This is an optimization exercise on Yosys and OpenROAD, whose aim is small area and a short achievable clock period, not a production implementation.
Where RTL was checked, it was by simulation tests only, not by an equivalence proof against the original.
For run 1, only the layout was checked, not whether the RTL still works.
Power is estimated from default activity; no workload was simulated.

## flow/design.v (module list and top-level ports; edited modules follow where they fit)
// module signed_Mult32_3_Y21_final_4: 6 lines
// module mult32_low: 749 lines
// module mult32_tree: 1157 lines
// module mult32exact: 287 lines
// module ff_mult32appx: 54 lines
module ff_mult32appx(clk, aa, bb, yy1, yy2);
  // ...
==> flow/run.sh <==
#!/bin/bash
# synth_recipe.tcl (not shown) runs the flow's synth.tcl, then flattens the netlist and writes it again
# the make line also repeats each setting of config.mk as NAME=value (left out here)
make -C /OpenROAD-flow-scripts/flow DESIGN_CONFIG=/design/flow/config.mk WORK_HOME=/design/flow/orfs CLKGATE_MAP_FILE= SYNTH_SCRIPT=/design/flow/synth_recipe.tcl finish
==> flow/config.mk <==
export PLATFORM = sky130hd
export DESIGN_NAME = ff_mult32appx
export DESIGN_NICKNAME = ff_mult32appx
export VERILOG_FILES = /design/flow/design.v
export SDC_FILE = /design/flow/constraint.sdc
export NUM_CORES = 4
export LEC_CHECK = 0
export CAP_MARGIN = 20
export CORE_MARGIN = 2
export CORE_UTILIZATION = 40
export SETUP_SLACK_MARGIN = 4.0
export SLEW_MARGIN = 20
==> flow/constraint.sdc <==
create_clock -name core_clock -period 8.0 [get_ports {clk}]
set_input_delay 1.6000 -clock core_clock [delete_from_list [all_inputs] [get_ports {clk}]]
set_output_delay 1.6000 -clock core_clock [all_outputs]
set_load 0.01 [all_outputs]
==> flow_metrics.py, run 1 <==
metrics = {
    "sta": {
        "maxSlewViolCount": 0,
        "rsz0062_at_grt": "yes",
        "fin_skew_ns": 0.0384,
    },
    "power": {
        "combPwrFrac_pct": 76.9,
        "ir_drop_mv": 0.497,
        "p_switching_mw": 10.1,
        "leakage_nw": 21.0,
    },
    "cells_and_area": {
        "drive_above_1_share_pct": 28.7,
        "top_register": "cs",
        "antenna_cells": 0,
        "finish.utilization_pct": 54.0,
        "multi_input_area_share_pct": 59.1,
        "final_cell_mix": "inv_1 (560), fa_1 (352), a21oi_1 (339), nor2_1 (284), dfxtp_1 (254)",
        "largestRegisters": "cs x103, s0 x64, yy1 x33",
    },
    "placed_design": {
        "dpl.hpwl_mm": 86.7,
        "place.detailed.instances": 5346,
    },
    "status": {
        "outcome": "no timing/DRC/antenna violations",
    },
    "grt": {
        "grt_pass1_wl_mm": 226,
        "met2_usage_pct": 46.6,
        "grt_overflow": 0,
        "grt_use_met1_pct": 40.0,
        "grt_max_degree": 66,
    },
    "clocking": {
        "ctsLongestPathBuffers": 3,
        "ctsResizeCount": 1076,
        "numCtsBuffers": 40,
        "clkSinkCount": 320,
    },
    "synthesis": {
        "synthFlopType": "dfxtp_1",
        "synthXorXnorAreaFrac_pct": 8.36,
        "synth-compound-area-share_pct": 22.1,
    },
    "floorplan": {
        "core_area_um2": 91700,
    },
    "min_path": {
        "worstHoldEndpoint": "s0[0]",
    },
    "worst_setup_path": {
        "ff2ff_setup_slack_ns": 3.72,
    },
    "routing": {
        "dr.max_layer_used": "met5",
    },
}
==> module ff_mult32appx, before the edit <==
module ff_mult32appx(clk, aa, bb, yy1, yy2);
  input clk;
  input [31:0] aa;
  input [31:0] bb;
  output [63:0] yy1, yy2;
  wire [33:0] bx = {1'b0, bb, 1'b0};
  wire [16:0] e1_d, e2_d, en_d;
  genvar j;
  generate for (j = 0; j < 16; j = j + 1) begin : g_enc
    wire hi = bx[2*j+2], mi = bx[2*j+1], lo = bx[2*j];
    assign e1_d[j] = mi ^ lo;
    assign e2_d[j] = (hi & ~mi & ~lo) | (~hi & mi & lo);
    assign en_d[j] = hi;
  end endgenerate
  assign e1_d[16] = bb[31];
  assign e2_d[16] = 1'b0;
  assign en_d[16] = 1'b0;
  wire [102:0] cs_d;
  mult32_low u_low (.aa(aa), .e1_d(e1_d[7:0]), .e2_d(e2_d[7:0]), .en_d(en_d), .cs(cs_d));
  reg [31:0] a1;
  reg [16:8] e1, e2, en;
  reg [102:0] cs;
  reg za, zb, b1one;
  always @(posedge clk) begin
    a1 <= aa;
    e1 <= e1_d[16:8];
    e2 <= e2_d[16:8];
    en <= en_d[16:8];
    cs <= cs_d;
    za <= ~|aa;
    zb <= ~|bb;
    b1one <= (bb == 32'd1);
  end
  wire [63:0] s0_d;
  wire [63:0] pp_d;
  wire [31:0] bg_d;
  wire [31:0] bp_d;
  mult32_tree u_tree (.a1(a1), .e1(e1), .e2(e2), .en(en), .cs(cs), .s0(s0_d), .pp(pp_d), .bg(bg_d), .bp(bp_d));
  wire [63:0] y1_d;
  signed_Mult32_3_Y21_final_4 u_appx (.a(a1), .zero(za | zb), .one(b1one), .y(y1_d));
  reg  [63:0] s0;
  reg  [63:0] pp;
  reg  [31:0] bg;
  reg  [31:0] bp;
  reg [63:0] yy1;
  always @(posedge clk) begin
    s0 <= s0_d;
    pp <= pp_d;
    bg <= bg_d;
    bp <= bp_d;
    yy1 <= y1_d;
  end
  mult32exact u_add (.s0(s0), .pp(pp), .bg(bg), .bp(bp), .y(yy2));
endmodule
==> inputs of run 2 (changes only) <==
--- a/flow/design.v
+++ b/flow/design.v
@@ -754,18 +754,18 @@
   assign cs = {sb544, sb510, sb476, sb442, sb408, sb374, sb340, sb306, c1038, sb272, c1036, s1037, c1034, s1035, c1032, s1033, c1030, s1031, s1029, c1028, c1026, s1027, c1024, s1025, s1023, c1022, s1021, c1020, s1019, c1018, s1017, c1016, s1015, c1014, s1013, c1012, s1011, c1010, s1009, c1008, s1007, c1006, s1005, c1004, s1003, c1002, s1001, c1000, s999, c998, s997, c996, s995, c994, s993, c992, s991, c990, s989, c988, s987, c986, s985, c984, s983, c982, s981, c980, s979, c978, s977, c976, s975, c974, s973, c972, s971, c970, s969, c968, s967, c966, s965, c964, s963, c962, s961, c960, s959, c958, s957, c956, s955, c954, s953, c952, s951, c950, s949, pp35, pp2, pp1, en_d[0]};
 endmodule
 module mult32_tree(a1, e1, e2, en, cs, s0, pp, bg, bp);
   input [31:0] a1;
   input [16:8] e1, e2, en;
   input [102:0] cs;
   output [63:0] s0;
   output [63:0] pp;
-  output [31:0] bg;
-  output [31:0] bp;
+  output [15:0] bg;
+  output [15:0] bp;
   wire pp273 = ((e1[8] & a1[0])) ^ en[8];
   wire pp274 = ((e1[8] & a1[1]) | (e2[8] & a1[0])) ^ en[8];
   wire pp275 = ((e1[8] & a1[2]) | (e2[8] & a1[1])) ^ en[8];
   wire pp276 = ((e1[8] & a1[3]) | (e2[8] & a1[2])) ^ en[8];
   wire pp277 = ((e1[8] & a1[4]) | (e2[8] & a1[3])) ^ en[8];
   wire pp278 = ((e1[8] & a1[5]) | (e2[8] & a1[4])) ^ en[8];
   wire pp279 = ((e1[8] & a1[6]) | (e2[8] & a1[5])) ^ en[8];
   wire pp280 = ((e1[8] & a1[7]) | (e2[8] & a1[6])) ^ en[8];
@@ -1650,276 +1650,340 @@
   wire s1629 = cs[102] ^ pp576 ^ c1534;
   wire c1630 = (cs[102] & pp576) | (cs[102] & c1534) | (pp576 & c1534);
   wire [63:0] rs = {s1629, s1627, s1625, c1622, s1621, s1619, c1616, c1614, c1612, c1610, s1609, c1606, c1604, c1602, c1600, c1598, c1596, c1594, c1592, c1590, c1588, c1586, c1584, c1582, c1580, c1578, c1576, c1574, c1572, c1570, c1568, c1566, c1564, c1562, c1560, c1558, c1556, c1554, c1552, c1550, c1548, c1546, c1544, c1542, c1540, c1538, c1536, s1535, cs[29], cs[27], cs[25], cs[23], cs[21], cs[19], cs[17], cs[15], cs[13], cs[11], cs[10], cs[7], cs[5], cs[3], cs[2], cs[0]};
   wire [63:0] rc = {c1628, c1626, c1624, s1623, c1620, c1618, s1617, s1615, s1613, s1611, c1608, s1607, s1605, s1603, s1601, s1599, s1597, s1595, s1593, s1591, s1589, s1587, s1585, s1583, s1581, s1579, s1577, s1575, s1573, s1571, s1569, s1567, s1565, s1563, s1561, s1559, s1557, s1555, s1553, s1551, s1549, s1547, s1545, s1543, s1541, s1539, s1537, pp273, cs[30], cs[28], cs[26], cs[24], cs[22], cs[20], cs[18], cs[16], cs[14], cs[12], cs[9], cs[8], cs[6], cs[4], 1'b0, cs[1]};
   wire [63:0] g = rs & rc;
   wire [63:0] p = rs ^ rc;
   wire b0_g0_1 = g[1] | (p[1] & g[0]);
   wire b0_p0_1 = p[1] & p[0];
+  wire b0_g0_2 = g[2] | (p[2] & g[1]);
+  wire b0_p0_2 = p[2] & p[1];
+  wire b0_g0_3 = g[3] | (p[3] & g[2]);
+  wire b0_p0_3 = p[3] & p[2];
+  wire b0_g1_2 = b0_g0_2 | (b0_p0_2 & g[0]);
+  wire b0_p1_2 = b0_p0_2 & p[0];
+  wire b0_g1_3 = b0_g0_3 | (b0_p0_3 & b0_g0_1);
+  wire b0_p1_3 = b0_p0_3 & b0_p0_1;
   assign s0[0] = p[0];
   assign pp[0] = 1'b1;
   assign s0[1] = p[1] ^ g[0];
   assign pp[1] = p[0];
-  assign bg[0] = b0_g0_1;
-  assign bp[0] = b0_p0_1;
-  wire b1_g0_1 = g[3] | (p[3] & g[2]);
-  wire b1_p0_1 = p[3] & p[2];
-  assign s0[2] = p[2];
-  assign pp[2] = 1'b1;
-  assign s0[3] = p[3] ^ g[2];
-  assign pp[3] = p[2];
-  assign bg[1] = b1_g0_1;
-  assign bp[1] = b1_p0_1;
-  wire b2_g0_1 = g[5] | (p[5] & g[4]);
-  wire b2_p0_1 = p[5] & p[4];
+  assign s0[2] = p[2] ^ b0_g0_1;
+  assign pp[2] = b0_p0_1;
+  assign s0[3] = p[3] ^ b0_g1_2;
+  assign pp[3] = b0_p1_2;
+  assign bg[0] = b0_g1_3;
+  assign bp[0] = b0_p1_3;
+  wire b1_g0_1 = g[5] | (p[5] & g[4]);
+  wire b1_p0_1 = p[5] & p[4];
+  wire b1_g0_2 = g[6] | (p[6] & g[5]);
+  wire b1_p0_2 = p[6] & p[5];
+  wire b1_g0_3 = g[7] | (p[7] & g[6]);
+  wire b1_p0_3 = p[7] & p[6];
+  wire b1_g1_2 = b1_g0_2 | (b1_p0_2 & g[4]);
+  wire b1_p1_2 = b1_p0_2 & p[4];
+  wire b1_g1_3 = b1_g0_3 | (b1_p0_3 & b1_g0_1);
+  wire b1_p1_3 = b1_p0_3 & b1_p0_1;
   assign s0[4] = p[4];
   assign pp[4] = 1'b1;
   assign s0[5] = p[5] ^ g[4];
   assign pp[5] = p[4];
-  assign bg[2] = b2_g0_1;
-  assign bp[2] = b2_p0_1;
-  wire b3_g0_1 = g[7] | (p[7] & g[6]);
-  wire b3_p0_1 = p[7] & p[6];
-  assign s0[6] = p[6];
-  assign pp[6] = 1'b1;
-  assign s0[7] = p[7] ^ g[6];
-  assign pp[7] = p[6];
-  assign bg[3] = b3_g0_1;
-  assign bp[3] = b3_p0_1;
-  wire b4_g0_1 = g[9] | (p[9] & g[8]);
-  wire b4_p0_1 = p[9] & p[8];
+  assign s0[6] = p[6] ^ b1_g0_1;
+  assign pp[6] = b1_p0_1;
+  assign s0[7] = p[7] ^ b1_g1_2;
+  assign pp[7] = b1_p1_2;
+  assign bg[1] = b1_g1_3;
+  assign bp[1] = b1_p1_3;
+  wire b2_g0_1 = g[9] | (p[9] & g[8]);
+  wire b2_p0_1 = p[9] & p[8];
+  wire b2_g0_2 = g[10] | (p[10] & g[9]);
+  wire b2_p0_2 = p[10] & p[9];
+  wire b2_g0_3 = g[11] | (p[11] & g[10]);
+  wire b2_p0_3 = p[11] & p[10];
+  wire b2_g1_2 = b2_g0_2 | (b2_p0_2 & g[8]);
+  wire b2_p1_2 = b2_p0_2 & p[8];
+  wire b2_g1_3 = b2_g0_3 | (b2_p0_3 & b2_g0_1);
+  wire b2_p1_3 = b2_p0_3 & b2_p0_1;
   assign s0[8] = p[8];
   assign pp[8] = 1'b1;
   assign s0[9] = p[9] ^ g[8];
   assign pp[9] = p[8];
-  assign bg[4] = b4_g0_1;
-  assign bp[4] = b4_p0_1;
-  wire b5_g0_1 = g[11] | (p[11] & g[10]);
-  wire b5_p0_1 = p[11] & p[10];
-  assign s0[10] = p[10];
-  assign pp[10] = 1'b1;
-  assign s0[11] = p[11] ^ g[10];
-  assign pp[11] = p[10];
-  assign bg[5] = b5_g0_1;
-  assign bp[5] = b5_p0_1;
-  wire b6_g0_1 = g[13] | (p[13] & g[12]);
-  wire b6_p0_1 = p[13] & p[12];
+  assign s0[10] = p[10] ^ b2_g0_1;
+  assign pp[10] = b2_p0_1;
+  assign s0[11] = p[11] ^ b2_g1_2;
+  assign pp[11] = b2_p1_2;
+  assign bg[2] = b2_g1_3;
+  assign bp[2] = b2_p1_3;
+  wire b3_g0_1 = g[13] | (p[13] & g[12]);
+  wire b3_p0_1 = p[13] & p[12];
+  wire b3_g0_2 = g[14] | (p[14] & g[13]);
+  wire b3_p0_2 = p[14] & p[13];
+  wire b3_g0_3 = g[15] | (p[15] & g[14]);
+  wire b3_p0_3 = p[15] & p[14];
+  wire b3_g1_2 = b3_g0_2 | (b3_p0_2 & g[12]);
+  wire b3_p1_2 = b3_p0_2 & p[12];
+  wire b3_g1_3 = b3_g0_3 | (b3_p0_3 & b3_g0_1);
+  wire b3_p1_3 = b3_p0_3 & b3_p0_1;
   assign s0[12] = p[12];
   assign pp[12] = 1'b1;
   assign s0[13] = p[13] ^ g[12];
   assign pp[13] = p[12];
-  assign bg[6] = b6_g0_1;
-  assign bp[6] = b6_p0_1;
-  wire b7_g0_1 = g[15] | (p[15] & g[14]);
-  wire b7_p0_1 = p[15] & p[14];
-  assign s0[14] = p[14];
-  assign pp[14] = 1'b1;
-  assign s0[15] = p[15] ^ g[14];
-  assign pp[15] = p[14];
-  assign bg[7] = b7_g0_1;
-  assign bp[7] = b7_p0_1;
-  wire b8_g0_1 = g[17] | (p[17] & g[16]);
-  wire b8_p0_1 = p[17] & p[16];
+  assign s0[14] = p[14] ^ b3_g0_1;
+  assign pp[14] = b3_p0_1;
+  assign s0[15] = p[15] ^ b3_g1_2;
+  assign pp[15] = b3_p1_2;
+  assign bg[3] = b3_g1_3;
+  assign bp[3] = b3_p1_3;
+  wire b4_g0_1 = g[17] | (p[17] & g[16]);
+  wire b4_p0_1 = p[17] & p[16];
+  wire b4_g0_2 = g[18] | (p[18] & g[17]);
+  wire b4_p0_2 = p[18] & p[17];
+  wire b4_g0_3 = g[19] | (p[19] & g[18]);
+  wire b4_p0_3 = p[19] & p[18];
+  wire b4_g1_2 = b4_g0_2 | (b4_p0_2 & g[16]);
+  wire b4_p1_2 = b4_p0_2 & p[16];
+  wire b4_g1_3 = b4_g0_3 | (b4_p0_3 & b4_g0_1);
+  wire b4_p1_3 = b4_p0_3 & b4_p0_1;
   assign s0[16] = p[16];
   assign pp[16] = 1'b1;
   assign s0[17] = p[17] ^ g[16];
   assign pp[17] = p[16];
-  assign bg[8] = b8_g0_1;
-  assign bp[8] = b8_p0_1;
-  wire b9_g0_1 = g[19] | (p[19] & g[18]);
-  wire b9_p0_1 = p[19] & p[18];
-  assign s0[18] = p[18];
-  assign pp[18] = 1'b1;
-  assign s0[19] = p[19] ^ g[18];
-  assign pp[19] = p[18];
-  assign bg[9] = b9_g0_1;
-  assign bp[9] = b9_p0_1;
-  wire b10_g0_1 = g[21] | (p[21] & g[20]);
-  wire b10_p0_1 = p[21] & p[20];
+  assign s0[18] = p[18] ^ b4_g0_1;
+  assign pp[18] = b4_p0_1;
+  assign s0[19] = p[19] ^ b4_g1_2;
+  assign pp[19] = b4_p1_2;
+  assign bg[4] = b4_g1_3;
+  assign bp[4] = b4_p1_3;
+  wire b5_g0_1 = g[21] | (p[21] & g[20]);
+  wire b5_p0_1 = p[21] & p[20];
+  wire b5_g0_2 = g[22] | (p[22] & g[21]);
+  wire b5_p0_2 = p[22] & p[21];
+  wire b5_g0_3 = g[23] | (p[23] & g[22]);
+  wire b5_p0_3 = p[23] & p[22];
+  wire b5_g1_2 = b5_g0_2 | (b5_p0_2 & g[20]);
+  wire b5_p1_2 = b5_p0_2 & p[20];
+  wire b5_g1_3 = b5_g0_3 | (b5_p0_3 & b5_g0_1);
+  wire b5_p1_3 = b5_p0_3 & b5_p0_1;
   assign s0[20] = p[20];
   assign pp[20] = 1'b1;
   assign s0[21] = p[21] ^ g[20];
   assign pp[21] = p[20];
-  assign bg[10] = b10_g0_1;
-  assign bp[10] = b10_p0_1;
-  wire b11_g0_1 = g[23] | (p[23] & g[22]);
-  wire b11_p0_1 = p[23] & p[22];
-  assign s0[22] = p[22];
-  assign pp[22] = 1'b1;
-  assign s0[23] = p[23] ^ g[22];
-  assign pp[23] = p[22];
-  assign bg[11] = b11_g0_1;
-  assign bp[11] = b11_p0_1;
-  wire b12_g0_1 = g[25] | (p[25] & g[24]);
-  wire b12_p0_1 = p[25] & p[24];
+  assign s0[22] = p[22] ^ b5_g0_1;
+  assign pp[22] = b5_p0_1;
+  assign s0[23] = p[23] ^ b5_g1_2;
+  assign pp[23] = b5_p1_2;
+  assign bg[5] = b5_g1_3;
+  assign bp[5] = b5_p1_3;
+  wire b6_g0_1 = g[25] | (p[25] & g[24]);
+  wire b6_p0_1 = p[25] & p[24];
+  wire b6_g0_2 = g[26] | (p[26] & g[25]);
+  wire b6_p0_2 = p[26] & p[25];
+  wire b6_g0_3 = g[27] | (p[27] & g[26]);
+  wire b6_p0_3 = p[27] & p[26];
+  wire b6_g1_2 = b6_g0_2 | (b6_p0_2 & g[24]);
+  wire b6_p1_2 = b6_p0_2 & p[24];
+  wire b6_g1_3 = b6_g0_3 | (b6_p0_3 & b6_g0_1);
+  wire b6_p1_3 = b6_p0_3 & b6_p0_1;
   assign s0[24] = p[24];
   assign pp[24] = 1'b1;
   assign s0[25] = p[25] ^ g[24];
   assign pp[25] = p[24];
-  assign bg[12] = b12_g0_1;
-  assign bp[12] = b12_p0_1;
-  wire b13_g0_1 = g[27] | (p[27] & g[26]);
-  wire b13_p0_1 = p[27] & p[26];
-  assign s0[26] = p[26];
-  assign pp[26] = 1'b1;
-  assign s0[27] = p[27] ^ g[26];
-  assign pp[27] = p[26];
-  assign bg[13] = b13_g0_1;
-  assign bp[13] = b13_p0_1;
-  wire b14_g0_1 = g[29] | (p[29] & g[28]);
-  wire b14_p0_1 = p[29] & p[28];
+  assign s0[26] = p[26] ^ b6_g0_1;
+  assign pp[26] = b6_p0_1;
+  assign s0[27] = p[27] ^ b6_g1_2;
+  assign pp[27] = b6_p1_2;
+  assign bg[6] = b6_g1_3;
+  assign bp[6] = b6_p1_3;
+  wire b7_g0_1 = g[29] | (p[29] & g[28]);
+  wire b7_p0_1 = p[29] & p[28];
+  wire b7_g0_2 = g[30] | (p[30] & g[29]);
+  wire b7_p0_2 = p[30] & p[29];
+  wire b7_g0_3 = g[31] | (p[31] & g[30]);
+  wire b7_p0_3 = p[31] & p[30];
+  wire b7_g1_2 = b7_g0_2 | (b7_p0_2 & g[28]);
+  wire b7_p1_2 = b7_p0_2 & p[28];
+  wire b7_g1_3 = b7_g0_3 | (b7_p0_3 & b7_g0_1);
+  wire b7_p1_3 = b7_p0_3 & b7_p0_1;
   assign s0[28] = p[28];
   assign pp[28] = 1'b1;
   assign s0[29] = p[29] ^ g[28];
   assign pp[29] = p[28];
-  assign bg[14] = b14_g0_1;
-  assign bp[14] = b14_p0_1;
-  wire b15_g0_1 = g[31] | (p[31] & g[30]);
-  wire b15_p0_1 = p[31] & p[30];
-  assign s0[30] = p[30];
-  assign pp[30] = 1'b1;
-  assign s0[31] = p[31] ^ g[30];
-  assign pp[31] = p[30];
-  assign bg[15] = b15_g0_1;
-  assign bp[15] = b15_p0_1;
-  wire b16_g0_1 = g[33] | (p[33] & g[32]);
-  wire b16_p0_1 = p[33] & p[32];
+  assign s0[30] = p[30] ^ b7_g0_1;
+  assign pp[30] = b7_p0_1;
+  assign s0[31] = p[31] ^ b7_g1_2;
+  assign pp[31] = b7_p1_2;
+  assign bg[7] = b7_g1_3;
+  assign bp[7] = b7_p1_3;
+  wire b8_g0_1 = g[33] | (p[33] & g[32]);
+  wire b8_p0_1 = p[33] & p[32];
+  wire b8_g0_2 = g[34] | (p[34] & g[33]);
+  wire b8_p0_2 = p[34] & p[33];
+  wire b8_g0_3 = g[35] | (p[35] & g[34]);
+  wire b8_p0_3 = p[35] & p[34];
+  wire b8_g1_2 = b8_g0_2 | (b8_p0_2 & g[32]);
+  wire b8_p1_2 = b8_p0_2 & p[32];
+  wire b8_g1_3 = b8_g0_3 | (b8_p0_3 & b8_g0_1);
+  wire b8_p1_3 = b8_p0_3 & b8_p0_1;
   assign s0[32] = p[32];
   assign pp[32] = 1'b1;
   assign s0[33] = p[33] ^ g[32];
   assign pp[33] = p[32];
-  assign bg[16] = b16_g0_1;
-  assign bp[16] = b16_p0_1;
-  wire b17_g0_1 = g[35] | (p[35] & g[34]);
-  wire b17_p0_1 = p[35] & p[34];
-  assign s0[34] = p[34];
-  assign pp[34] = 1'b1;
-  assign s0[35] = p[35] ^ g[34];
-  assign pp[35] = p[34];
-  assign bg[17] = b17_g0_1;
-  assign bp[17] = b17_p0_1;
-  wire b18_g0_1 = g[37] | (p[37] & g[36]);
-  wire b18_p0_1 = p[37] & p[36];
+  assign s0[34] = p[34] ^ b8_g0_1;
+  assign pp[34] = b8_p0_1;
+  assign s0[35] = p[35] ^ b8_g1_2;
+  assign pp[35] = b8_p1_2;
+  assign bg[8] = b8_g1_3;
+  assign bp[8] = b8_p1_3;
+  wire b9_g0_1 = g[37] | (p[37] & g[36]);
+  wire b9_p0_1 = p[37] & p[36];
+  wire b9_g0_2 = g[38] | (p[38] & g[37]);
+  wire b9_p0_2 = p[38] & p[37];
+  wire b9_g0_3 = g[39] | (p[39] & g[38]);
+  wire b9_p0_3 = p[39] & p[38];
+  wire b9_g1_2 = b9_g0_2 | (b9_p0_2 & g[36]);
+  wire b9_p1_2 = b9_p0_2 & p[36];
+  wire b9_g1_3 = b9_g0_3 | (b9_p0_3 & b9_g0_1);
+  wire b9_p1_3 = b9_p0_3 & b9_p0_1;
   assign s0[36] = p[36];
   assign pp[36] = 1'b1;
   assign s0[37] = p[37] ^ g[36];
   assign pp[37] = p[36];
-  assign bg[18] = b18_g0_1;
-  assign bp[18] = b18_p0_1;
-  wire b19_g0_1 = g[39] | (p[39] & g[38]);
-  wire b19_p0_1 = p[39] & p[38];
-  assign s0[38] = p[38];
-  assign pp[38] = 1'b1;
-  assign s0[39] = p[39] ^ g[38];
-  assign pp[39] = p[38];
-  assign bg[19] = b19_g0_1;
-  assign bp[19] = b19_p0_1;
-  wire b20_g0_1 = g[41] | (p[41] & g[40]);
-  wire b20_p0_1 = p[41] & p[40];
+  assign s0[38] = p[38] ^ b9_g0_1;
+  assign pp[38] = b9_p0_1;
+  assign s0[39] = p[39] ^ b9_g1_2;
+  assign pp[39] = b9_p1_2;
+  assign bg[9] = b9_g1_3;
+  assign bp[9] = b9_p1_3;
+  wire b10_g0_1 = g[41] | (p[41] & g[40]);
+  wire b10_p0_1 = p[41] & p[40];
+  wire b10_g0_2 = g[42] | (p[42] & g[41]);
+  wire b10_p0_2 = p[42] & p[41];
+  wire b10_g0_3 = g[43] | (p[43] & g[42]);
+  wire b10_p0_3 = p[43] & p[42];
+  wire b10_g1_2 = b10_g0_2 | (b10_p0_2 & g[40]);
+  wire b10_p1_2 = b10_p0_2 & p[40];
+  wire b10_g1_3 = b10_g0_3 | (b10_p0_3 & b10_g0_1);
+  wire b10_p1_3 = b10_p0_3 & b10_p0_1;
   assign s0[40] = p[40];
   assign pp[40] = 1'b1;
   assign s0[41] = p[41] ^ g[40];
   assign pp[41] = p[40];
-  assign bg[20] = b20_g0_1;
-  assign bp[20] = b20_p0_1;
-  wire b21_g0_1 = g[43] | (p[43] & g[42]);
-  wire b21_p0_1 = p[43] & p[42];
-  assign s0[42] = p[42];
-  assign pp[42] = 1'b1;
-  assign s0[43] = p[43] ^ g[42];
-  assign pp[43] = p[42];
-  assign bg[21] = b21_g0_1;
-  assign bp[21] = b21_p0_1;
-  wire b22_g0_1 = g[45] | (p[45] & g[44]);
-  wire b22_p0_1 = p[45] & p[44];
+  assign s0[42] = p[42] ^ b10_g0_1;
+  assign pp[42] = b10_p0_1;
+  assign s0[43] = p[43] ^ b10_g1_2;
+  assign pp[43] = b10_p1_2;
+  assign bg[10] = b10_g1_3;
+  assign bp[10] = b10_p1_3;
+  wire b11_g0_1 = g[45] | (p[45] & g[44]);
+  wire b11_p0_1 = p[45] & p[44];
+  wire b11_g0_2 = g[46] | (p[46] & g[45]);
+  wire b11_p0_2 = p[46] & p[45];
+  wire b11_g0_3 = g[47] | (p[47] & g[46]);
+  wire b11_p0_3 = p[47] & p[46];
+  wire b11_g1_2 = b11_g0_2 | (b11_p0_2 & g[44]);
+  wire b11_p1_2 = b11_p0_2 & p[44];
+  wire b11_g1_3 = b11_g0_3 | (b11_p0_3 & b11_g0_1);
+  wire b11_p1_3 = b11_p0_3 & b11_p0_1;
   assign s0[44] = p[44];
   assign pp[44] = 1'b1;
   assign s0[45] = p[45] ^ g[44];
   assign pp[45] = p[44];
-  assign bg[22] = b22_g0_1;
-  assign bp[22] = b22_p0_1;
-  wire b23_g0_1 = g[47] | (p[47] & g[46]);
-  wire b23_p0_1 = p[47] & p[46];
-  assign s0[46] = p[46];
-  assign pp[46] = 1'b1;
-  assign s0[47] = p[47] ^ g[46];
-  assign pp[47] = p[46];
-  assign bg[23] = b23_g0_1;
-  assign bp[23] = b23_p0_1;
-  wire b24_g0_1 = g[49] | (p[49] & g[48]);
-  wire b24_p0_1 = p[49] & p[48];
+  assign s0[46] = p[46] ^ b11_g0_1;
+  assign pp[46] = b11_p0_1;
+  assign s0[47] = p[47] ^ b11_g1_2;
+  assign pp[47] = b11_p1_2;
+  assign bg[11] = b11_g1_3;
+  assign bp[11] = b11_p1_3;
+  wire b12_g0_1 = g[49] | (p[49] & g[48]);
+  wire b12_p0_1 = p[49] & p[48];
+  wire b12_g0_2 = g[50] | (p[50] & g[49]);
+  wire b12_p0_2 = p[50] & p[49];
+  wire b12_g0_3 = g[51] | (p[51] & g[50]);
+  wire b12_p0_3 = p[51] & p[50];
+  wire b12_g1_2 = b12_g0_2 | (b12_p0_2 & g[48]);
+  wire b12_p1_2 = b12_p0_2 & p[48];
+  wire b12_g1_3 = b12_g0_3 | (b12_p0_3 & b12_g0_1);
+  wire b12_p1_3 = b12_p0_3 & b12_p0_1;
   assign s0[48] = p[48];
   assign pp[48] = 1'b1;
   assign s0[49] = p[49] ^ g[48];
   assign pp[49] = p[48];
-  assign bg[24] = b24_g0_1;
-  assign bp[24] = b24_p0_1;
-  wire b25_g0_1 = g[51] | (p[51] & g[50]);
-  wire b25_p0_1 = p[51] & p[50];
-  assign s0[50] = p[50];
-  assign pp[50] = 1'b1;
-  assign s0[51] = p[51] ^ g[50];
-  assign pp[51] = p[50];
-  assign bg[25] = b25_g0_1;
-  assign bp[25] = b25_p0_1;
-  wire b26_g0_1 = g[53] | (p[53] & g[52]);
-  wire b26_p0_1 = p[53] & p[52];
+  assign s0[50] = p[50] ^ b12_g0_1;
+  assign pp[50] = b12_p0_1;
+  assign s0[51] = p[51] ^ b12_g1_2;
+  assign pp[51] = b12_p1_2;
+  assign bg[12] = b12_g1_3;
+  assign bp[12] = b12_p1_3;
+  wire b13_g0_1 = g[53] | (p[53] & g[52]);
+  wire b13_p0_1 = p[53] & p[52];
+  wire b13_g0_2 = g[54] | (p[54] & g[53]);
+  wire b13_p0_2 = p[54] & p[53];
+  wire b13_g0_3 = g[55] | (p[55] & g[54]);
+  wire b13_p0_3 = p[55] & p[54];
+  wire b13_g1_2 = b13_g0_2 | (b13_p0_2 & g[52]);
+  wire b13_p1_2 = b13_p0_2 & p[52];
+  wire b13_g1_3 = b13_g0_3 | (b13_p0_3 & b13_g0_1);
+  wire b13_p1_3 = b13_p0_3 & b13_p0_1;
   assign s0[52] = p[52];
   assign pp[52] = 1'b1;
   assign s0[53] = p[53] ^ g[52];
   assign pp[53] = p[52];
-  assign bg[26] = b26_g0_1;
-  assign bp[26] = b26_p0_1;
-  wire b27_g0_1 = g[55] | (p[55] & g[54]);
-  wire b27_p0_1 = p[55] & p[54];
-  assign s0[54] = p[54];
-  assign pp[54] = 1'b1;
-  assign s0[55] = p[55] ^ g[54];
-  assign pp[55] = p[54];
-  assign bg[27] = b27_g0_1;
-  assign bp[27] = b27_p0_1;
-  wire b28_g0_1 = g[57] | (p[57] & g[56]);
-  wire b28_p0_1 = p[57] & p[56];
+  assign s0[54] = p[54] ^ b13_g0_1;
+  assign pp[54] = b13_p0_1;
+  assign s0[55] = p[55] ^ b13_g1_2;
+  assign pp[55] = b13_p1_2;
+  assign bg[13] = b13_g1_3;
+  assign bp[13] = b13_p1_3;
+  wire b14_g0_1 = g[57] | (p[57] & g[56]);
+  wire b14_p0_1 = p[57] & p[56];
+  wire b14_g0_2 = g[58] | (p[58] & g[57]);
+  wire b14_p0_2 = p[58] & p[57];
+  wire b14_g0_3 = g[59] | (p[59] & g[58]);
+  wire b14_p0_3 = p[59] & p[58];
+  wire b14_g1_2 = b14_g0_2 | (b14_p0_2 & g[56]);
+  wire b14_p1_2 = b14_p0_2 & p[56];
+  wire b14_g1_3 = b14_g0_3 | (b14_p0_3 & b14_g0_1);
+  wire b14_p1_3 = b14_p0_3 & b14_p0_1;
   assign s0[56] = p[56];
   assign pp[56] = 1'b1;
   assign s0[57] = p[57] ^ g[56];
   assign pp[57] = p[56];
-  assign bg[28] = b28_g0_1;
-  assign bp[28] = b28_p0_1;
-  wire b29_g0_1 = g[59] | (p[59] & g[58]);
-  wire b29_p0_1 = p[59] & p[58];
-  assign s0[58] = p[58];
-  assign pp[58] = 1'b1;
-  assign s0[59] = p[59] ^ g[58];
-  assign pp[59] = p[58];
-  assign bg[29] = b29_g0_1;
-  assign bp[29] = b29_p0_1;
-  wire b30_g0_1 = g[61] | (p[61] & g[60]);
-  wire b30_p0_1 = p[61] & p[60];
+  assign s0[58] = p[58] ^ b14_g0_1;
+  assign pp[58] = b14_p0_1;
+  assign s0[59] = p[59] ^ b14_g1_2;
+  assign pp[59] = b14_p1_2;
+  assign bg[14] = b14_g1_3;
+  assign bp[14] = b14_p1_3;
+  wire b15_g0_1 = g[61] | (p[61] & g[60]);
+  wire b15_p0_1 = p[61] & p[60];
+  wire b15_g0_2 = g[62] | (p[62] & g[61]);
+  wire b15_p0_2 = p[62] & p[61];
+  wire b15_g0_3 = g[63] | (p[63] & g[62]);
+  wire b15_p0_3 = p[63] & p[62];
+  wire b15_g1_2 = b15_g0_2 | (b15_p0_2 & g[60]);
+  wire b15_p1_2 = b15_p0_2 & p[60];
+  wire b15_g1_3 = b15_g0_3 | (b15_p0_3 & b15_g0_1);
+  wire b15_p1_3 = b15_p0_3 & b15_p0_1;
   assign s0[60] = p[60];
   assign pp[60] = 1'b1;
   assign s0[61] = p[61] ^ g[60];
   assign pp[61] = p[60];
-  assign bg[30] = b30_g0_1;
-  assign bp[30] = b30_p0_1;
-  wire b31_g0_1 = g[63] | (p[63] & g[62]);
-  wire b31_p0_1 = p[63] & p[62];
-  assign s0[62] = p[62];
-  assign pp[62] = 1'b1;
-  assign s0[63] = p[63] ^ g[62];
-  assign pp[63] = p[62];
-  assign bg[31] = b31_g0_1;
-  assign bp[31] = b31_p0_1;
+  assign s0[62] = p[62] ^ b15_g0_1;
+  assign pp[62] = b15_p0_1;
+  assign s0[63] = p[63] ^ b15_g1_2;
+  assign pp[63] = b15_p1_2;
+  assign bg[15] = b15_g1_3;
+  assign bp[15] = b15_p1_3;
 endmodule
 module mult32exact(s0, pp, bg, bp, y);
   input [63:0] s0;
   input [63:0] pp;
-  input [31:0] bg;
-  input [31:0] bp;
+  input [15:0] bg;
+  input [15:0] bp;
   output [63:0] y;
   wire xg0_1 = bg[1] | (bp[1] & bg[0]);
   wire xp0_1 = bp[1] & bp[0];
   wire xg0_2 = bg[2] | (bp[2] & bg[1]);
   wire xp0_2 = bp[2] & bp[1];
   wire xg0_3 = bg[3] | (bp[3] & bg[2]);
   wire xp0_3 = bp[3] & bp[2];
   wire xg0_4 = bg[4] | (bp[4] & bg[3]);
@@ -1939,48 +2003,16 @@
   wire xg0_11 = bg[11] | (bp[11] & bg[10]);
   wire xp0_11 = bp[11] & bp[10];
   wire xg0_12 = bg[12] | (bp[12] & bg[11]);
   wire xp0_12 = bp[12] & bp[11];
   wire xg0_13 = bg[13] | (bp[13] & bg[12]);
   wire xp0_13 = bp[13] & bp[12];
   wire xg0_14 = bg[14] | (bp[14] & bg[13]);
   wire xp0_14 = bp[14] & bp[13];
-  wire xg0_15 = bg[15] | (bp[15] & bg[14]);
-  wire xp0_15 = bp[15] & bp[14];
-  wire xg0_16 = bg[16] | (bp[16] & bg[15]);
-  wire xp0_16 = bp[16] & bp[15];
-  wire xg0_17 = bg[17] | (bp[17] & bg[16]);
-  wire xp0_17 = bp[17] & bp[16];
-  wire xg0_18 = bg[18] | (bp[18] & bg[17]);
-  wire xp0_18 = bp[18] & bp[17];
-  wire xg0_19 = bg[19] | (bp[19] & bg[18]);
-  wire xp0_19 = bp[19] & bp[18];
-  wire xg0_20 = bg[20] | (bp[20] & bg[19]);
-  wire xp0_20 = bp[20] & bp[19];
-  wire xg0_21 = bg[21] | (bp[21] & bg[20]);
-  wire xp0_21 = bp[21] & bp[20];
-  wire xg0_22 = bg[22] | (bp[22] & bg[21]);
-  wire xp0_22 = bp[22] & bp[21];
-  wire xg0_23 = bg[23] | (bp[23] & bg[22]);
-  wire xp0_23 = bp[23] & bp[22];
-  wire xg0_24 = bg[24] | (bp[24] & bg[23]);
-  wire xp0_24 = bp[24] & bp[23];
-  wire xg0_25 = bg[25] | (bp[25] & bg[24]);
-  wire xp0_25 = bp[25] & bp[24];
-  wire xg0_26 = bg[26] | (bp[26] & bg[25]);
-  wire xp0_26 = bp[26] & bp[25];
-  wire xg0_27 = bg[27] | (bp[27] & bg[26]);
-  wire xp0_27 = bp[27] & bp[26];
-  wire xg0_28 = bg[28] | (bp[28] & bg[27]);
-  wire xp0_28 = bp[28] & bp[27];
-  wire xg0_29 = bg[29] | (bp[29] & bg[28]);
-  wire xp0_29 = bp[29] & bp[28];
-  wire xg0_30 = bg[30] | (bp[30] & bg[29]);
-  wire xp0_30 = bp[30] & bp[29];
   wire xg1_2 = xg0_2 | (xp0_2 & bg[0]);
   wire xp1_2 = xp0_2 & bp[0];
   wire xg1_3 = xg0_3 | (xp0_3 & xg0_1);
   wire xp1_3 = xp0_3 & xp0_1;
   wire xg1_4 = xg0_4 | (xp0_4 & xg0_2);
   wire xp1_4 = xp0_4 & xp0_2;
   wire xg1_5 = xg0_5 | (xp0_5 & xg0_3);
   wire xp1_5 = xp0_5 & xp0_3;
@@ -1997,48 +2029,16 @@
   wire xg1_11 = xg0_11 | (xp0_11 & xg0_9);
   wire xp1_11 = xp0_11 & xp0_9;
   wire xg1_12 = xg0_12 | (xp0_12 & xg0_10);
   wire xp1_12 = xp0_12 & xp0_10;
   wire xg1_13 = xg0_13 | (xp0_13 & xg0_11);
   wire xp1_13 = xp0_13 & xp0_11;
   wire xg1_14 = xg0_14 | (xp0_14 & xg0_12);
   wire xp1_14 = xp0_14 & xp0_12;
-  wire xg1_15 = xg0_15 | (xp0_15 & xg0_13);
-  wire xp1_15 = xp0_15 & xp0_13;
-  wire xg1_16 = xg0_16 | (xp0_16 & xg0_14);
-  wire xp1_16 = xp0_16 & xp0_14;
-  wire xg1_17 = xg0_17 | (xp0_17 & xg0_15);
-  wire xp1_17 = xp0_17 & xp0_15;
-  wire xg1_18 = xg0_18 | (xp0_18 & xg0_16);
-  wire xp1_18 = xp0_18 & xp0_16;
-  wire xg1_19 = xg0_19 | (xp0_19 & xg0_17);
-  wire xp1_19 = xp0_19 & xp0_17;
-  wire xg1_20 = xg0_20 | (xp0_20 & xg0_18);
-  wire xp1_20 = xp0_20 & xp0_18;
-  wire xg1_21 = xg0_21 | (xp0_21 & xg0_19);
-  wire xp1_21 = xp0_21 & xp0_19;
-  wire xg1_22 = xg0_22 | (xp0_22 & xg0_20);
-  wire xp1_22 = xp0_22 & xp0_20;
-  wire xg1_23 = xg0_23 | (xp0_23 & xg0_21);
-  wire xp1_23 = xp0_23 & xp0_21;
-  wire xg1_24 = xg0_24 | (xp0_24 & xg0_22);
-  wire xp1_24 = xp0_24 & xp0_22;
-  wire xg1_25 = xg0_25 | (xp0_25 & xg0_23);
-  wire xp1_25 = xp0_25 & xp0_23;
-  wire xg1_26 = xg0_26 | (xp0_26 & xg0_24);
-  wire xp1_26 = xp0_26 & xp0_24;
-  wire xg1_27 = xg0_27 | (xp0_27 & xg0_25);
-  wire xp1_27 = xp0_27 & xp0_25;
-  wire xg1_28 = xg0_28 | (xp0_28 & xg0_26);
-  wire xp1_28 = xp0_28 & xp0_26;
-  wire xg1_29 = xg0_29 | (xp0_29 & xg0_27);
-  wire xp1_29 = xp0_29 & xp0_27;
-  wire xg1_30 = xg0_30 | (xp0_30 & xg0_28);
-  wire xp1_30 = xp0_30 & xp0_28;
   wire xg2_4 = xg1_4 | (xp1_4 & bg[0]);
   wire xp2_4 = xp1_4 & bp[0];
   wire xg2_5 = xg1_5 | (xp1_5 & xg0_1);
   wire xp2_5 = xp1_5 & xp0_1;
   wire xg2_6 = xg1_6 | (xp1_6 & xg1_2);
   wire xp2_6 = xp1_6 & xp1_2;
   wire xg2_7 = xg1_7 | (xp1_7 & xg1_3);
   wire xp2_7 = xp1_7 & xp1_3;
@@ -2051,156 +2051,46 @@
   wire xg2_11 = xg1_11 | (xp1_11 & xg1_7);
   wire xp2_11 = xp1_11 & xp1_7;
   wire xg2_12 = xg1_12 | (xp1_12 & xg1_8);
   wire xp2_12 = xp1_12 & xp1_8;
   wire xg2_13 = xg1_13 | (xp1_13 & xg1_9);
   wire xp2_13 = xp1_13 & xp1_9;
   wire xg2_14 = xg1_14 | (xp1_14 & xg1_10);
   wire xp2_14 = xp1_14 & xp1_10;
-  wire xg2_15 = xg1_15 | (xp1_15 & xg1_11);
-  wire xp2_15 = xp1_15 & xp1_11;
-  wire xg2_16 = xg1_16 | (xp1_16 & xg1_12);
-  wire xp2_16 = xp1_16 & xp1_12;
-  wire xg2_17 = xg1_17 | (xp1_17 & xg1_13);
-  wire xp2_17 = xp1_17 & xp1_13;
-  wire xg2_18 = xg1_18 | (xp1_18 & xg1_14);
-  wire xp2_18 = xp1_18 & xp1_14;
-  wire xg2_19 = xg1_19 | (xp1_19 & xg1_15);
-  wire xp2_19 = xp1_19 & xp1_15;
-  wire xg2_20 = xg1_20 | (xp1_20 & xg1_16);
-  wire xp2_20 = xp1_20 & xp1_16;
-  wire xg2_21 = xg1_21 | (xp1_21 & xg1_17);
-  wire xp2_21 = xp1_21 & xp1_17;
-  wire xg2_22 = xg1_22 | (xp1_22 & xg1_18);
-  wire xp2_22 = xp1_22 & xp1_18;
-  wire xg2_23 = xg1_23 | (xp1_23 & xg1_19);
-  wire xp2_23 = xp1_23 & xp1_19;
-  wire xg2_24 = xg1_24 | (xp1_24 & xg1_20);
-  wire xp2_24 = xp1_24 & xp1_20;
-  wire xg2_25 = xg1_25 | (xp1_25 & xg1_21);
-  wire xp2_25 = xp1_25 & xp1_21;
-  wire xg2_26 = xg1_26 | (xp1_26 & xg1_22);
-  wire xp2_26 = xp1_26 & xp1_22;
-  wire xg2_27 = xg1_27 | (xp1_27 & xg1_23);
-  wire xp2_27 = xp1_27 & xp1_23;
-  wire xg2_28 = xg1_28 | (xp1_28 & xg1_24);
-  wire xp2_28 = xp1_28 & xp1_24;
-  wire xg2_29 = xg1_29 | (xp1_29 & xg1_25);
-  wire xp2_29 = xp1_29 & xp1_25;
-  wire xg2_30 = xg1_30 | (xp1_30 & xg1_26);
-  wire xp2_30 = xp1_30 & xp1_26;
   wire xg3_8 = xg2_8 | (xp2_8 & bg[0]);
   wire xp3_8 = xp2_8 & bp[0];
   wire xg3_9 = xg2_9 | (xp2_9 & xg0_1);
   wire xp3_9 = xp2_9 & xp0_1;
   wire xg3_10 = xg2_10 | (xp2_10 & xg1_2);
   wire xp3_10 = xp2_10 & xp1_2;
   wire xg3_11 = xg2_11 | (xp2_11 & xg1_3);
   wire xp3_11 = xp2_11 & xp1_3;
   wire xg3_12 = xg2_12 | (xp2_12 & xg2_4);
   wire xp3_12 = xp2_12 & xp2_4;
   wire xg3_13 = xg2_13 | (xp2_13 & xg2_5);
   wire xp3_13 = xp2_13 & xp2_5;
   wire xg3_14 = xg2_14 | (xp2_14 & xg2_6);
   wire xp3_14 = xp2_14 & xp2_6;
-  wire xg3_15 = xg2_15 | (xp2_15 & xg2_7);
-  wire xp3_15 = xp2_15 & xp2_7;
-  wire xg3_16 = xg2_16 | (xp2_16 & xg2_8);
-  wire xp3_16 = xp2_16 & xp2_8;
-  wire xg3_17 = xg2_17 | (xp2_17 & xg2_9);
-  wire xp3_17 = xp2_17 & xp2_9;
-  wire xg3_18 = xg2_18 | (xp2_18 & xg2_10);
-  wire xp3_18 = xp2_18 & xp2_10;
-  wire xg3_19 = xg2_19 | (xp2_19 & xg2_11);
-  wire xp3_19 = xp2_19 & xp2_11;
-  wire xg3_20 = xg2_20 | (xp2_20 & xg2_12);
-  wire xp3_20 = xp2_20 & xp2_12;
-  wire xg3_21 = xg2_21 | (xp2_21 & xg2_13);
-  wire xp3_21 = xp2_21 & xp2_13;
-  wire xg3_22 = xg2_22 | (xp2_22 & xg2_14);
-  wire xp3_22 = xp2_22 & xp2_14;
-  wire xg3_23 = xg2_23 | (xp2_23 & xg2_15);
-  wire xp3_23 = xp2_23 & xp2_15;
-  wire xg3_24 = xg2_24 | (xp2_24 & xg2_16);
-  wire xp3_24 = xp2_24 & xp2_16;
-  wire xg3_25 = xg2_25 | (xp2_25 & xg2_17);
-  wire xp3_25 = xp2_25 & xp2_17;
-  wire xg3_26 = xg2_26 | (xp2_26 & xg2_18);
-  wire xp3_26 = xp2_26 & xp2_18;
-  wire xg3_27 = xg2_27 | (xp2_27 & xg2_19);
-  wire xp3_27 = xp2_27 & xp2_19;
-  wire xg3_28 = xg2_28 | (xp2_28 & xg2_20);
-  wire xp3_28 = xp2_28 & xp2_20;
-  wire xg3_29 = xg2_29 | (xp2_29 & xg2_21);
-  wire xp3_29 = xp2_29 & xp2_21;
-  wire xg3_30 = xg2_30 | (xp2_30 & xg2_22);
-  wire xp3_30 = xp2_30 & xp2_22;
-  wire xg4_16 = xg3_16 | (xp3_16 & bg[0]);
-  wire xp4_16 = xp3_16 & bp[0];
-  wire xg4_17 = xg3_17 | (xp3_17 & xg0_1);
-  wire xp4_17 = xp3_17 & xp0_1;
-  wire xg4_18 = xg3_18 | (xp3_18 & xg1_2);
-  wire xp4_18 = xp3_18 & xp1_2;
-  wire xg4_19 = xg3_19 | (xp3_19 & xg1_3);
-  wire xp4_19 = xp3_19 & xp1_3;
-  wire xg4_20 = xg3_20 | (xp3_20 & xg2_4);
-  wire xp4_20 = xp3_20 & xp2_4;
-  wire xg4_21 = xg3_21 | (xp3_21 & xg2_5);
-  wire xp4_21 = xp3_21 & xp2_5;
-  wire xg4_22 = xg3_22 | (xp3_22 & xg2_6);
-  wire xp4_22 = xp3_22 & xp2_6;
-  wire xg4_23 = xg3_23 | (xp3_23 & xg2_7);
-  wire xp4_23 = xp3_23 & xp2_7;
-  wire xg4_24 = xg3_24 | (xp3_24 & xg3_8);
-  wire xp4_24 = xp3_24 & xp3_8;
-  wire xg4_25 = xg3_25 | (xp3_25 & xg3_9);
-  wire xp4_25 = xp3_25 & xp3_9;
-  wire xg4_26 = xg3_26 | (xp3_26 & xg3_10);
-  wire xp4_26 = xp3_26 & xp3_10;
-  wire xg4_27 = xg3_27 | (xp3_27 & xg3_11);
-  wire xp4_27 = xp3_27 & xp3_11;
-  wire xg4_28 = xg3_28 | (xp3_28 & xg3_12);
-  wire xp4_28 = xp3_28 & xp3_12;
-  wire xg4_29 = xg3_29 | (xp3_29 & xg3_13);
-  wire xp4_29 = xp3_29 & xp3_13;
-  wire xg4_30 = xg3_30 | (xp3_30 & xg3_14);
-  wire xp4_30 = xp3_30 & xp3_14;
-  assign y[1:0] = s0[1:0];
-  assign y[3:2] = s0[3:2] ^ ({2{bg[0]}} & pp[3:2]);
-  assign y[5:4] = s0[5:4] ^ ({2{xg0_1}} & pp[5:4]);
-  assign y[7:6] = s0[7:6] ^ ({2{xg1_2}} & pp[7:6]);
-  assign y[9:8] = s0[9:8] ^ ({2{xg1_3}} & pp[9:8]);
-  assign y[11:10] = s0[11:10] ^ ({2{xg2_4}} & pp[11:10]);
-  assign y[13:12] = s0[13:12] ^ ({2{xg2_5}} & pp[13:12]);
-  assign y[15:14] = s0[15:14] ^ ({2{xg2_6}} & pp[15:14]);
-  assign y[17:16] = s0[17:16] ^ ({2{xg2_7}} & pp[17:16]);
-  assign y[19:18] = s0[19:18] ^ ({2{xg3_8}} & pp[19:18]);
-  assign y[21:20] = s0[21:20] ^ ({2{xg3_9}} & pp[21:20]);
-  assign y[23:22] = s0[23:22] ^ ({2{xg3_10}} & pp[23:22]);
-  assign y[25:24] = s0[25:24] ^ ({2{xg3_11}} & pp[25:24]);
-  assign y[27:26] = s0[27:26] ^ ({2{xg3_12}} & pp[27:26]);
-  assign y[29:28] = s0[29:28] ^ ({2{xg3_13}} & pp[29:28]);
-  assign y[31:30] = s0[31:30] ^ ({2{xg3_14}} & pp[31:30]);
-  assign y[33:32] = s0[33:32] ^ ({2{xg3_15}} & pp[33:32]);
-  assign y[35:34] = s0[35:34] ^ ({2{xg4_16}} & pp[35:34]);
-  assign y[37:36] = s0[37:36] ^ ({2{xg4_17}} & pp[37:36]);
-  assign y[39:38] = s0[39:38] ^ ({2{xg4_18}} & pp[39:38]);
-  assign y[41:40] = s0[41:40] ^ ({2{xg4_19}} & pp[41:40]);
-  assign y[43:42] = s0[43:42] ^ ({2{xg4_20}} & pp[43:42]);
-  assign y[45:44] = s0[45:44] ^ ({2{xg4_21}} & pp[45:44]);
-  assign y[47:46] = s0[47:46] ^ ({2{xg4_22}} & pp[47:46]);
-  assign y[49:48] = s0[49:48] ^ ({2{xg4_23}} & pp[49:48]);
-  assign y[51:50] = s0[51:50] ^ ({2{xg4_24}} & pp[51:50]);
-  assign y[53:52] = s0[53:52] ^ ({2{xg4_25}} & pp[53:52]);
-  assign y[55:54] = s0[55:54] ^ ({2{xg4_26}} & pp[55:54]);
-  assign y[57:56] = s0[57:56] ^ ({2{xg4_27}} & pp[57:56]);
-  assign y[59:58] = s0[59:58] ^ ({2{xg4_28}} & pp[59:58]);
-  assign y[61:60] = s0[61:60] ^ ({2{xg4_29}} & pp[61:60]);
-  assign y[63:62] = s0[63:62] ^ ({2{xg4_30}} & pp[63:62]);
+  assign y[3:0] = s0[3:0];
+  assign y[7:4] = s0[7:4] ^ ({4{bg[0]}} & pp[7:4]);
+  assign y[11:8] = s0[11:8] ^ ({4{xg0_1}} & pp[11:8]);
+  assign y[15:12] = s0[15:12] ^ ({4{xg1_2}} & pp[15:12]);
+  assign y[19:16] = s0[19:16] ^ ({4{xg1_3}} & pp[19:16]);
+  assign y[23:20] = s0[23:20] ^ ({4{xg2_4}} & pp[23:20]);
+  assign y[27:24] = s0[27:24] ^ ({4{xg2_5}} & pp[27:24]);
+  assign y[31:28] = s0[31:28] ^ ({4{xg2_6}} & pp[31:28]);
+  assign y[35:32] = s0[35:32] ^ ({4{xg2_7}} & pp[35:32]);
+  assign y[39:36] = s0[39:36] ^ ({4{xg3_8}} & pp[39:36]);
+  assign y[43:40] = s0[43:40] ^ ({4{xg3_9}} & pp[43:40]);
+  assign y[47:44] = s0[47:44] ^ ({4{xg3_10}} & pp[47:44]);
+  assign y[51:48] = s0[51:48] ^ ({4{xg3_11}} & pp[51:48]);
+  assign y[55:52] = s0[55:52] ^ ({4{xg3_12}} & pp[55:52]);
+  assign y[59:56] = s0[59:56] ^ ({4{xg3_13}} & pp[59:56]);
+  assign y[63:60] = s0[63:60] ^ ({4{xg3_14}} & pp[63:60]);
 endmodule
 module ff_mult32appx(clk, aa, bb, yy1, yy2);
   input clk;
   input [31:0] aa;
   input [31:0] bb;
   output [63:0] yy1, yy2;
   wire [33:0] bx = {1'b0, bb, 1'b0};
   wire [16:0] e1_d, e2_d, en_d;
@@ -2227,25 +2117,25 @@
     en <= en_d[16:8];
     cs <= cs_d;
     za <= ~|aa;
     zb <= ~|bb;
     b1one <= (bb == 32'd1);
   end
   wire [63:0] s0_d;
   wire [63:0] pp_d;
-  wire [31:0] bg_d;
-  wire [31:0] bp_d;
+  wire [15:0] bg_d;
+  wire [15:0] bp_d;
   mult32_tree u_tree (.a1(a1), .e1(e1), .e2(e2), .en(en), .cs(cs), .s0(s0_d), .pp(pp_d), .bg(bg_d), .bp(bp_d));
   wire [63:0] y1_d;
   signed_Mult32_3_Y21_final_4 u_appx (.a(a1), .zero(za | zb), .one(b1one), .y(y1_d));
   reg  [63:0] s0;
   reg  [63:0] pp;
-  reg  [31:0] bg;
-  reg  [31:0] bp;
+  reg  [15:0] bg;
+  reg  [15:0] bp;
   reg [63:0] yy1;
   always @(posedge clk) begin
     s0 <= s0_d;
     pp <= pp_d;
     bg <= bg_d;
     bp <= bp_d;
     yy1 <= y1_d;
   end
--- a/flow/config.mk
+++ b/flow/config.mk
@@ -5,8 +5,9 @@
 export SDC_FILE = /design/flow/constraint.sdc
 export NUM_CORES = 4
 export LEC_CHECK = 0
 export CAP_MARGIN = 20
 export CORE_MARGIN = 2
 export CORE_UTILIZATION = 40
 export SETUP_SLACK_MARGIN = 4.0
 export SLEW_MARGIN = 20
+export TNS_END_PERCENT = 10
==> run 2 against run 1 <==
Against the previous run:
- still clean on timing, DRC and antenna
- first-iteration DRC count grew 6.3%
- die area grew 4.0%
- final cell count grew 3.1%
- via count grew 2.1%
- clock power shrank 3%
- hold slack lost 0.011 ns
- clock-buffer cell count shrank 8
- routed wire length shrank 0.19%
- synthesized cell count grew 4.1%
- flip-flop and latch count shrank 2
- cell area shrank 1.3%
- register-to-register slack lost 0.04 ns
- critical path type is now reg2reg
- largest power group unchanged
- highest routed layer unchanged
==> flow_metrics.py, run 2 <==
metrics = {
    "routing": {
        "drtIter0Drc": 5549,
        "drt.antenna.violating_nets": 0,
        "vias": 36600,
        "vias_per_cell": 6.16,
        "wire_per_inst_um": 26.5,
        "firstDrtPassIters": 7,
        "route.detailed.drc": 0,
        "wirelength_mm": 157,
    },
    "synthesis": {
        "synthFlopType": "dfxtp_1",
        "synth_common_cells": "inv_1 (559), a21oi_1 (492), fa_1 (484), clkbuf_1 (349), dfxtp_1 (318)",
        "yosysWarnings": 1,
        "synthMostInstantiatedCell": "inv_1",
        "syn_avg_cell_area_um2": 8.41,
        "ys_ff_latch": 318,
        "yosysTopAreaCellShare_pct": 25.2,
        "synth_top_cells_by_area": "fa_1 (25%), dfxtp_1 (17%), a21oi_1 (6.4%)",
        "synth.largest_area_cell": "fa_1",
        "syn-cell-area_um2": 38500,
        "synthArstFlopShare_pct": 0,
        "synthesis.instances": 4572,
        "synth_edf_count": 0,
        "yosysSeqAreaShare_pct": 16.5,
        "synthDistinctLibCells": 58,
    },
    "sta": {
        "setup_tns_ns": 0,
        "min_period_over_period_pct": 54.0,
        "finalSetupViolCount": 0,
        "period_needed_ns": 4.32,
        "timing.slew.headroom_pct": 44.0,
        "tightest_slew_ns": 0.835,
        "rsz0062_at_grt": "yes",
        "maxSlewViolCount": 0,
        "hold_viol_final": 0,
        "fin_skew_ns": 0.0439,
        "fmax_mhz": 231,
    },
    "grt": {
        "grt_pass1_vias": 33100,
        "grt.total_usage_pct": 28.4,
        "grt_pass1_wl_mm": 214,
        "grt_max_degree": 109,
        "grt_overflow": 0,
        "antenna_found_initial": 10,
    },
    "floorplan": {
        "die-height_um": 314,
        "io_pins": 193,
        "num_rows": 113,
        "die_w_um": 314,
        "initial_core_util_pct": 40.4,
        "die-area_um2": 98700,
        "core_area_um2": 95200,
    },
    "cells_and_area": {
        "largestRegisters": "cs x103, s0 x64, yy1 x33",
        "area_delta_synth_final_pct": 27.0,
        "largest_reg_flops": 103,
        "top_register": "cs",
        "finish.utilization_pct": 51.3,
        "final_cell_mix": "inv_1 (515), a21oi_1 (447), fa_1 (410), a22oi_1 (269), dfxtp_1 (258)",
        "fin_nets": 5313,
        "nFillCells": 8577,
        "mostFrequentLayoutCell": "inv_1",
        "drive_above_1_share_pct": 20.2,
        "multi_input_area_um2": 29500,
        "final-seq-area_um2": 6550,
    },
    "worst_setup_path": {
        "end_kind": "flop",
        "arrival_ns": 4.85,
        "startpoint_type": "flop",
        "path_class": "reg2reg",
        "crit_fanout": 8,
        "cp_data_required_time_ns": 8.52,
    },
    "clocking": {
        "worstSkewPairLatency_ns": 0.64,
        "numCtsBuffers": 39,
        "clkSinkCount": 318,
        "cts_tree": "yes",
        "hold_buffers": 0,
        "htree_levels": 2,
        "cts-root-buf": "clkbuf_16",
        "clkTransAtPathRegs_ns": 0.06,
        "ctsLongestPathBuffers": 3,
    },
    "placed_design": {
        "dpl.hpwl_mm": 86.7,
        "portBuffers": 161,
        "place_congestion": 0.878,
    },
    "min_path": {
        "hp-class": "reg2reg",
    },
    "power": {
        "leakage_nw": 20.5,
        "ir_drop_mv": 0.589,
        "power.density_nw_per_um2": 458,
    },
    "status": {
        "outcome": "no timing/DRC/antenna violations",
    },
    "job": {
        "maxCapViolations": 0,
    },
}
-- run 2: cell count changes in the layout (fill, tap and decap cells not counted), moves of 48 or more --
| cell | change |
|---|---|
| nor2_1 | -127 |
| a21oi_1 | +108 |
| nand2_1 | +90 |
| fa_2 | -73 |
| inv_2 | -68 |
| buf_6 | -59 |
| fa_1 | +58 |
| nor2b_1 | +48 |
-- run 2: cells by family after synthesis --
logic type | after synthesis | share of synthesized area (%)
compound gates | 1426 | 24.2
fa+ha+maj | 679 | 31.1
buf+inv | 1121 | 11.5
other cells | 1 | 0.00975
xor+xnor | 396 | 9.02
mux | 2 | 0.0553
simple gates | 629 | 7.60
flops | 318 | 16.5
-- run 2: worst paths after layout --
kind | start | endpoint | slack (ns) | cells past startpoint
worst max register to register | e2[2] | bg[11] | 3.68 | 14
worst min register to register | cs[1] | s0[0] | 0.45 | 1
worst max-delay path | e2[2] | bg[11] | 3.68 | 14
worst min-delay path | cs[1] | s0[0] | 0.45 | 1
-- run 2: layout make-up --
cell class	count	area share, %
Clock inverter	22	0.517
Antenna cell	6	0.0307
Sequential cell	318	13.4
Tap cell	1265	3.24
Clock buffer	49	2.16
Timing Repair inverter	1	0.0102
Timing Repair Buffer	544	15.8
Inverter	567	4.59
Multi-Input combinational cell	3168	60.3
-- run 2: metrics by stage --
stage / std cells / power [mW] / hold WS, ns / setup WS [ns] / cell area [um2]
after floorplan: 4602 / 14.5 / 0.420 / 3.56 / 39100
after global placement: 5563 / 18.9 / 0.445 / 1.86 / 40400
after detailed placement: 5563 / 19.2 / 0.443 / 1.89 / 40400
after CTS: 5778 / 21.5 / 0.453 / 3.64 / 45400
after global routing: 5936 / 24.7 / 0.459 / 3.57 / 48900
final: 5940 / 22.4 / 0.449 / 3.68 / 48900
-- run 2: critical path, cell delays in order (launching register included) --
cell	delay, ns
dfxtp_4	0.36
buf_12	0.14
a22oi_2	0.22
xnor2_2	0.11
fa_1	0.54
inv_1	0.05
fa_1	0.47
fa_2	0.40
fa_1	0.49
fa_1	0.56
inv_2	0.05
ha_4	0.16
fa_2	0.36
a21o_1	0.16
a21o_1	0.17
-- run 2: power by group --
part           leakage [nW]  internal, mW  switching [mW]
Sequential             2.69          2.58           0.378
Combinational          17.2          8.36            9.22
Clock                 0.627          1.05           0.795
-- run 2: layer usage --
layer	GRT usage, %	wire [um]	up-vias
met5	0	57	-
met4	11.6	10200	10
met3	7.25	21200	669
met2	42.9	66600	2757
met1	38.6	59300	17600
li1	-	-	15500
-- run 2: repair_timing --
action | CTS | global route
setup buffers | 98 | 113
resized for setup | 576 | 399
pin swaps | 63 | 133
gates cloned | 46 | 43
setup endpoints to repair | 188 | 161
==> inputs of run 3 (changes only) <==
--- a/flow/config.mk
+++ b/flow/config.mk
@@ -10,4 +10,3 @@
 export CORE_UTILIZATION = 40
 export SETUP_SLACK_MARGIN = 4.0
 export SLEW_MARGIN = 20
-export TNS_END_PERCENT = 10
==> run 3 against run 2 <==
Against the previous run:
- final cell count up 1.3%
- highest routed layer unchanged
- clock skew down 0.022 ns
- maximum frequency about the same
- largest cell class unchanged
==> flow_metrics.py, run 3 <==
metrics = {
    "status": {
        "outcome": "no timing/DRC/antenna violations",
    },
    "routing": {
        "drtIter0Drc": 6339,
        "vias": 38100,
        "firstDrtPassIters": 12,
        "drt.antenna.violating_nets": 0,
        "route.detailed.drc": 0,
        "wire_per_inst_um": 28.4,
        "vias_per_cell": 6.32,
        "wirelength_mm": 171,
    },
    "sta": {
        "tightest_slew_ns": 1.05,
        "min_period_over_period_pct": 54.0,
        "setup_tns_ns": 0,
        "timing.slew.headroom_pct": 29.6,
        "rsz0062_at_grt": "yes",
        "fmax_mhz": 232,
        "maxSlewViolCount": 0,
        "hold_viol_final": 0,
        "period_needed_ns": 4.32,
        "fin_skew_ns": 0.0223,
        "finalSetupViolCount": 0,
    },
    "min_path": {
        "hp-class": "reg2reg",
        "hold_depth": 1,
    },
    "cells_and_area": {
        "final_cell_mix": "inv_1 (461), a21oi_1 (418), fa_1 (339), dfxtp_1 (255), a22oi_1 (234)",
        "largest_reg_flops": 103,
        "fin_nets": 5395,
        "area_delta_synth_final_pct": 34.5,
        "drive_above_1_share_pct": 29.1,
        "finish.utilization_pct": 54.4,
        "mostFrequentLayoutCell": "inv_1",
        "final_area_um2": 51800,
        "largestRegisters": "cs x103, s0 x64, yy1 x33",
        "top_register": "cs",
    },
    "grt": {
        "grt.busiest_layer": "met2",
        "grt.total_usage_pct": 31.1,
        "met2_usage_pct": 46.3,
        "antenna_found_initial": 9,
        "grt_pass1_wl_mm": 233,
        "grt_pass1_vias": 36000,
        "grt_overflow": 0,
        "grt_use_met1_pct": 39.8,
        "grt_max_degree": 67,
        "grt_use_met3_pct": 10.3,
    },
    "floorplan": {
        "initial_core_util_pct": 40.4,
        "core_area_um2": 95200,
        "die_w_um": 314,
        "die-height_um": 314,
        "num_rows": 113,
        "io_pins": 193,
        "die-area_um2": 98700,
    },
    "clocking": {
        "cts-root-buf": "clkbuf_16",
        "clkTransAtPathRegs_ns": 0.06,
        "numCtsBuffers": 41,
        "cts_tree": "yes",
        "htree_levels": 2,
        "worstSkewPairLatency_ns": 0.62,
        "ctsLongestPathBuffers": 3,
        "clkSinkCount": 318,
        "hold_buffers": 0,
    },
    "worst_setup_path": {
        "startpoint_type": "flop",
        "r2r-start": "a1[15]",
        "ff2ff_path_depth": 14,
        "cp_data_required_time_ns": 8.50,
        "reg2reg_to": "bg[8]",
        "cp-endpoint": "bg[8]",
        "worstSetupStartpoint": "a1[15]",
        "end_kind": "flop",
        "path_class": "reg2reg",
        "crit_fanout": 19,
        "ff2ff_setup_slack_ns": 3.68,
        "arrival_ns": 4.82,
    },
    "power": {
        "leakage_nw": 21.5,
        "p_total_mw": 25.5,
        "power.density_nw_per_um2": 492,
        "ir_drop_mv": 0.830,
    },
    "synthesis": {
        "yosysWarnings": 1,
        "synthArstFlopShare_pct": 0,
        "synthFlopType": "dfxtp_1",
        "syn-cell-area_um2": 38500,
        "synth_top_cells_by_area": "fa_1 (25%), dfxtp_1 (17%), a21oi_1 (6.4%)",
        "yosysSeqAreaShare_pct": 16.5,
        "synth_common_cells": "inv_1 (559), a21oi_1 (492), fa_1 (484), clkbuf_1 (349), dfxtp_1 (318)",
        "syn_avg_cell_area_um2": 8.41,
        "synthDistinctLibCells": 58,
        "synth_edf_count": 0,
        "synth.largest_area_cell": "fa_1",
        "synthesis.instances": 4572,
        "yosysTopAreaCellShare_pct": 25.2,
        "ys_ff_latch": 318,
        "synthMostInstantiatedCell": "inv_1",
    },
    "placed_design": {
        "dpl.hpwl_mm": 88.2,
        "place_congestion": 0.882,
        "portBuffers": 161,
        "placement.cell_area_um2": 40800,
    },
    "job": {
        "maxCapViolations": 0,
    },
}
## run 3: timing repair
item | CTS | global route
setup endpoints to repair | 193 | 129
resized for setup | 971 | 456
setup buffers | 176 | 91
gates cloned | 72 | 35
pin swaps | 162 | 228
## run 3: area by class of cell
type,instances,area (um2)
Clock inverter,23,332
Fill cell,8113,43400
Inverter,567,2240
Multi-Input combinational cell,3169,31000
Sequential cell,318,6560
Antenna cell,2,5.00
Timing Repair Buffer,624,8920
Clock buffer,51,1130
Tap cell,1265,1580
## run 3: kinds of logic (layout without fill, tap and decap cells)
group | Yosys count | count (layout) | synth area share, %
fa+ha+maj | 679 | 679 | 31.1
other cells | 1 | 33 | 0.00975
compound gates | 1426 | 1426 | 24.2
mux | 2 | 2 | 0.0553
xor+xnor | 396 | 396 | 9.02
buf+inv | 1121 | 1265 | 11.5
simple gates | 629 | 635 | 7.60
flops | 318 | 318 | 16.5
## run 3: per-stage QoR
stage	setup WS [ns]	hold slack, ns	cells
CTS	3.65	0.471	5891
global route	3.56	0.490	6019
global placement	2.00	0.443	5569
detailed placement	1.96	0.449	5569
floorplan	3.57	0.420	4602
finish	3.68	0.463	6019
## run 3: layer usage
metal	wire length (um)	up-vias
met5	244	-
met2	70500	3089
met4	13100	14
met1	61200	18300
li1	-	15700
met3	25600	982
## run 3: power breakdown
| part | internal (mW) | total (mW) | switching (mW) |
|---|---|---|---|
| clock network | 1.24 | 2.05 | 0.811 |
| logic | 10.3 | 20.4 | 10.1 |
| registers | 2.59 | 3.00 | 0.415 |
## run 3: how the worst min path moves through the flow
| stage | startpoint | endpoint | slack [ns] |
|---|---|---|---|
| detailed placement | cs[0] | s0[0] | 0.45 |
| global placement | cs[1] | s0[0] | 0.44 |
| CTS | cs[1] | s0[0] | 0.47 |
| global route | cs[1] | s0[0] | 0.49 |
| finish | cs[1] | s0[0] | 0.46 |
| floorplan | cs[1] | s0[0] | 0.42 |
## run 3: worst max-delay path, cell delays in order, from the launching register on
cell and delay [ns]:
dfxtp_4 0.54, a22oi_2 0.12, xor2_2 0.20, fa_1 0.53, fa_1 0.54, inv_2 0.05, fa_2 0.36, inv_2 0.06
fa_1 0.41, fa_1 0.50, inv_2 0.05, ha_4 0.15, fa_2 0.34, a21o_1 0.19, a21o_1 0.14

-- re-timing with driven ports --
The flow's constraints put no driver on any port. The routed layouts listed below were extracted and timed again, unchanged, in two steps. Step 1 sets driving cells, clkbuf_16 on the clock port and buf_2 on the other inputs (assumed; they add their load-dependent delay and slew). Step 2 times the ports against the registers' clock, not the clock port: input delays grow and output delays shrink by t, the midpoint of the rising clock arrivals with the driver on. Three values: ideal ports, drivers, drivers and shift; two values: the first two.
run	shift t [ns]	setup WS [ns]	hold slack, ns
run 1	0.663	3.474 / 3.401 / 3.004	0.460 / 0.460 / 0.460
run 2	0.684	3.679 / 3.619 / 3.006	0.449 / 0.449 / 0.449
run 3	0.679	3.681 / 3.547 / 2.868	0.463 / 0.463 / 0.463
After both steps every run listed still meets setup and hold. For run 3, which loses most, drivers alone change the setup slack by -0.134 ns; drivers and shift together by -0.813 ns.
